This is an optimization exercise on Yosys and OpenROAD, whose aim is small area, a short achievable clock period and few clock cycles per item, not a production implementation. The RTL was checked by simulation tests, not by an equivalence proof against the original design. No activity file was given, so power comes from the tool's default toggle rates.

[design.v]
module multserial(input wire CLK,
                  input wire RST,
                  input wire MST,
                  input wire MSGN,
                  input wire [31:0] SRCA,
                  input wire [31:0] SRCB,
                  output wire [63:0] PROD,
                  output wire PRODV);
    reg [2:0] state;  
    reg msgn;  
    reg [31:0] A, B;
    reg [63:0] P, T;  
    reg [63:0] temp_b;  
    reg prodv;
    assign PRODV = prodv;
    assign PROD = P;
    always @(posedge CLK) begin
        A <= SRCA;
        B <= SRCB;
        if(RST) begin  
            state <= 4;
            prodv <= 1'b0;
        end else begin
        case (state)
            0: begin  
                P <= 64'b0;
                prodv <= 1'b0;
                if(B < A)begin
                    temp_b[31:0] <= B;
                    T[31:0] <= A;
                    if(msgn) begin
                        temp_b[63:32] <= {32{B[31]}};
                        T[63:32] <= {32{A[31]}};
                    end else begin
                        temp_b[63:32] <= 32'b0;
                        T[63:32] <= 32'b0;
                    end
                end else begin
                    temp_b[31:0] <= A;
                    T[31:0] <= B;
                    if(msgn) begin
                        temp_b[63:32] <= {32{A[31]}};
                        T[63:32] <= {32{B[31]}};
                    end else begin
                        temp_b[63:32] <= 32'b0;
                        T[63:32] <= 32'b0;
                    end
                end
                state <= 1;
            end
            1: begin  
                if(temp_b[0] == 1'b1) begin
                    P <= P + T;
                end else begin  
                    P <= P;
                end
                if(temp_b == 0) begin  
                    state <= 2;
                end else begin  
                    temp_b <= temp_b>>1;  
                    T <= T<<1;  
                    state <= 1;
                end
            end
            2: begin  
                prodv <= 1'b1;
                state <= 3;
            end
            3: begin  
                if(MST) begin  
                    state <= 0;
                    msgn <= MSGN;
                    prodv <= 1'b0;
                end else begin
                    state <= 3;
                end
            end
            4: begin  
                temp_b <= 0;
                msgn <= 0;
                P <= 0;
                T <= 0;
                prodv <= 0;
                if(MST) begin
                    state <= 0;
                    msgn <= MSGN;
                end
                else begin
                    state <= 3;
                end
            end
            default: begin
                if(MST) begin  
                    state <= 0;
                    msgn <= MSGN;
                    prodv <= 1'b0;
                end else begin
                    state <= 3;
                end
            end
        endcase
        end
    end
endmodule
[run.sh]
#!/bin/bash
# synth_recipe.tcl (not shown) runs the flow's synth.tcl, then flattens the netlist and writes it again
# the make line also repeats each setting of config.mk as NAME=value (left out here)
make -C /OpenROAD-flow-scripts/flow DESIGN_CONFIG=/design/flow/config.mk WORK_HOME=/design/flow/orfs CLKGATE_MAP_FILE= SYNTH_SCRIPT=/design/flow/synth_recipe.tcl finish
[config.mk]
export PLATFORM = sky130hd
export DESIGN_NAME = multserial
export DESIGN_NICKNAME = multserial
export VERILOG_FILES = /design/flow/design.v
export SDC_FILE = /design/flow/constraint.sdc
export NUM_CORES = 4
export LEC_CHECK = 0
export CAP_MARGIN = 20
export CORE_MARGIN = 2
export CORE_UTILIZATION = 40
export PLACE_DENSITY = 0.6
export SLEW_MARGIN = 20
[constraint.sdc]
create_clock -name core_clock -period 5.0 [get_ports {CLK}]
set_input_delay 1.0000 -clock core_clock [delete_from_list [all_inputs] [get_ports {CLK}]]
set_output_delay 1.0000 -clock core_clock [all_outputs]
set_load 0.01 [all_outputs]
==> notes.md <==
worst max path at each step:
stage,slack (ns),cells past startpoint,endpoint,from
after floorplan,0.72,6,P[0]$_SDFFCE_PN0P_,state[1]$_SDFF_PP0_
after global placement,1.51,10,T[6]$_DFFE_PP_,A[31]$_DFF_P_
after detailed placement,1.44,10,T[6]$_DFFE_PP_,A[30]$_DFF_P_
after CTS,1.39,10,T[6]$_DFFE_PP_,A[30]$_DFF_P_
after global routing,1.05,10,T[6]$_DFFE_PP_,A[30]$_DFF_P_
final,1.40,10,T[6]$_DFFE_PP_,A[31]$_DFF_P_
cell type report:
class,count,area (sq um)
fill,3283,18200
sequential,261,7157
multi-input combinational,990,6524
timing repair buffer,144,1449
clock buffer,39,930.9
tap,461,576.8
clock inverter,17,292.8
inverter,48,180.2
critical path: stages (launching register included):
cell and delay (ns):
dfxtp_1 0.35, inv_1 0.05, ha_1 0.29, nand4_1 0.20, nor4_1 0.37, nor4b_1 0.35
a221o_4 0.57, buf_4 0.59, nor2_1 0.08, a21oi_1 0.26, o21ai_0 0.15
cells by family (layout without fill, tap and decap cells):
logic type                 after synthesis  in the layout  synth area share
DFF                                    261            261            0.5028
and+or+nand+nor                        390            390            0.1272
muxes                                   36             36           0.02532
AOI/OAI and AO/OA                      416            416            0.1857
xor gates and xnor gates                53             53           0.03261
buffers and inverters                  122            248           0.04237
adders and majority gates               95             95           0.08404
flip-flops by register name, indices dropped and copies added, names as in the netlist:
register / cells
msgn: 1
T: 64
temp_b: 64
B: 32
A: 32
state: 3
P: 64
prodv: 1
where the power goes:
group / switching, mW / internal [mW] / total [mW]
registers: 0.139 / 2.60 / 2.74
logic: 0.955 / 0.692 / 1.65
clock network: 0.927 / 1.68 / 2.60
cell usage in the layout (no fill, tap or decap), drive strengths merged, types with 9 or more instances in the layout:
master         netlist  layout
xor2                20      20
a31oi               12      12
o21bai              15      15
nand4               36      36
o21a                14      14
nor2b                9       9
mux2i               36      36
a21o               107     107
a21oi              113     113
nand2              121     121
nor3                28      28
nand3               10      10
nor2               132     132
inv                 48      49
buf                 25      12
xnor2               33      33
nor4                21      21
dfxtp               68      68
clkbuf              46      39
edfxtp             193     193
ha                  94      94
clkdlybuf4s50        0     132
o21ai              107     107
stage by stage:
step	setup slack, ns	utilization	instances	hold slack [ns]
floorplan	0.7216	-	1373	0.5211
global placement	1.513	0.4499	1904	0.5165
detailed placement	1.438	0.4499	1904	0.5201
CTS	1.395	0.4846	1960	0.5341
global route	1.049	0.4846	1960	0.5596
finish	1.402	0.4846	1960	0.5294
metal layers:
metal	GRT usage	vias up
met5	0	-
met4	0.05666	0
met3	0.02255	52
met2	0.3269	223
met1	0.2627	5033
li1	-	5281
synth_stat cells (3+ instances only):
cell type    n
edfxtp_1   193
nor2_1     131
nand2_1    120
a21oi_1    112
a21o_1     106
o21ai_0    102
ha_1        94
dfxtp_1     68
inv_1       48
clkbuf_1    39
mux2i_1     36
nand4_1     36
xnor2_1     33
nor3_1      25
nor4_1      21
xor2_1      20
o21bai_1    15
buf_2       14
o21a_1      12
a31oi_1     11
nand3_1     10
nor2b_1      9
buf_4        8
nand2b_1     7
and2_1       6
clkbuf_8     6
a211o_1      5
a211oi_1     5
a41oi_1      5
o21ai_1      5
a221oi_1     4
and4_1       4
a221o_1      3
o211ai_1     3
o31ai_1      3
==> impl_metrics.ini <==
[outcome]
outcome = timing/DRC/antenna clean

[worst_hold_path]
holdPathEnd = prodv$_SDFFE_PP0P_
timing.hold.worst_path_depth = 2
worstHoldStart = prodv$_SDFFE_PP0P_
hp-class = flop to flop

[worst_setup_path]
worst-r2r-cell-count = 10
timing.critical_path.to_type = flop
regToRegStartpoint = A[31]$_DFF_P_
worst-endpoint-arrival_ns = 3.90
rrSetupSlack_ns = 1.40
crit_required_ns = 5.30
criticalPathCategory = flop to flop
worstReg2RegEnd = T[6]$_DFFE_PP_
worstSetupStartpointType = flop
path_max_fanout = 53

[sta]
totalNegativeSetupSlack_ns = 0
worstMarginPinSlew_ns = 1.023
timing_hold_violations_final = 0
setup_viol = 0
achievable-frequency_mhz = 277.9
period_needed_ns = 3.598
final_max_slew_viol_count = 0
max_transition_margin = 0.3166
grt_setup_unrepaired = no
finClkSkew_ns = 0.03646
final_cycle_share = 0.7196

[yosys]
synth-edff-count = 193
synth_cells = 1373
synth_area_sq_mm = 0.01423
yosysWarningCount = 1
yosys_register_bits = 261
synth_largest_type_area_fraction = 0.4072
synth_async_sr_flop_share = 0
ys_types = 74
synth_area_per_cell_sq_um = 10.37
synth_seq_area_share = 0.5028
synth_area_leader_cell = edfxtp_1
synth_ff_type = edfxtp_1
synth_nets = 1536
synth_top_cells_by_area = edfxtp_1, dfxtp_1, ha_1

[clock_network]
ctsHoldBuffers = 0
path_clk_slew_ns = 0.06
latest_clock_arrival_within_the_worst_skew_pair_ns = 0.59
clkSinkCount = 261
number_of_setup_buffers_added_after_cts = 0
ctsLongestPathBuffers = 3
tritoncts = done
h-tree-depth = 1
cts-resized-gates = 0
cts_buf_count = 30
cts.root.buffer_cell = clkbuf_16

[floorplanning]
fp-row-count = 69
start_util = 0.4031
core_area_sq_mm = 0.03531
io_pins = 133
dieHeight_microns = 192.6
fp.dieArea_sq_mm = 0.03711
die_width_microns = 192.6

[routing]
drt-pass1-iter-count = 5
met3WireLength_microns = 1346
top_layer_used = met4
drt_first_iter_violations = 766
drt_wl_total_microns = 36030
routed_via_density = 5.403
wl_met2_microns = 16950
detail_route.wirelength.met1_microns = 16690
via_count = 10590
wl_per_cell_microns = 18.38
antenna_left = 0
residual_drc_count = 0

[grt]
grt_start_max_net_pins = 67
initial_antenna_violation_count = 0
wire_length_of_the_first_global_routing_pass_microns = 56790
overflow = 0
groute.usage.overall = 0.1941
first_global_vias = 10720

[finish]
area.growth.synth_to_final_pct = 20.21
fin_area_sq_mm = 0.01711
share_of_post_route_cells_with_drive_strength_above_1 = 0.06404
design.final.nets = 1638
antenna-diode-count = 0

[power_and_ir_drop]
design_power_total_mw = 6.995
ir_worst_vdd_v = 0.0003301
p_leak_nw = 7.047
p_per_area_mw_per_mm2 = 408.8

[place]
place_hpwl_microns = 27020
gp_congestion = 0.8560
buffer_ports.inserted = 132
placed_area_sq_mm = 0.01589

[job]
cap_viol_max_count = 0
Testbench counts, summed over its fixed seeds: cycles 55,565, items 2,000.

[re-timing with driven ports]
No port has a modelled driver above. Below, the same layout with a new extraction and two added sets of constraints.
Step 1 (the two cells are an assumption about what drives the block):
set clk [get_ports {CLK}]
set_driving_cell -lib_cell sky130_fd_sc_hd__clkbuf_16 $clk
set_driving_cell -lib_cell sky130_fd_sc_hd__buf_2 [delete_from_list [all_inputs] $clk]
Step 2 adds t to the input delays and takes it off the output delays; t is the mean of the earliest and latest rising clock arrival at the registers after step 1. Input paths then give back, and output paths get back, about the clock's delay inside the block.
Three values: no drivers, after step 1, after step 2; two values: the first two.
t (ns): 0.619
setup slack, ns: 1.402 / 1.402 / 1.402
worst setup path at the end: register to register
After both steps this run still meets setup and hold. For this run, drivers alone change the setup slack by 0.000 ns; drivers and shift together by 0.000 ns.
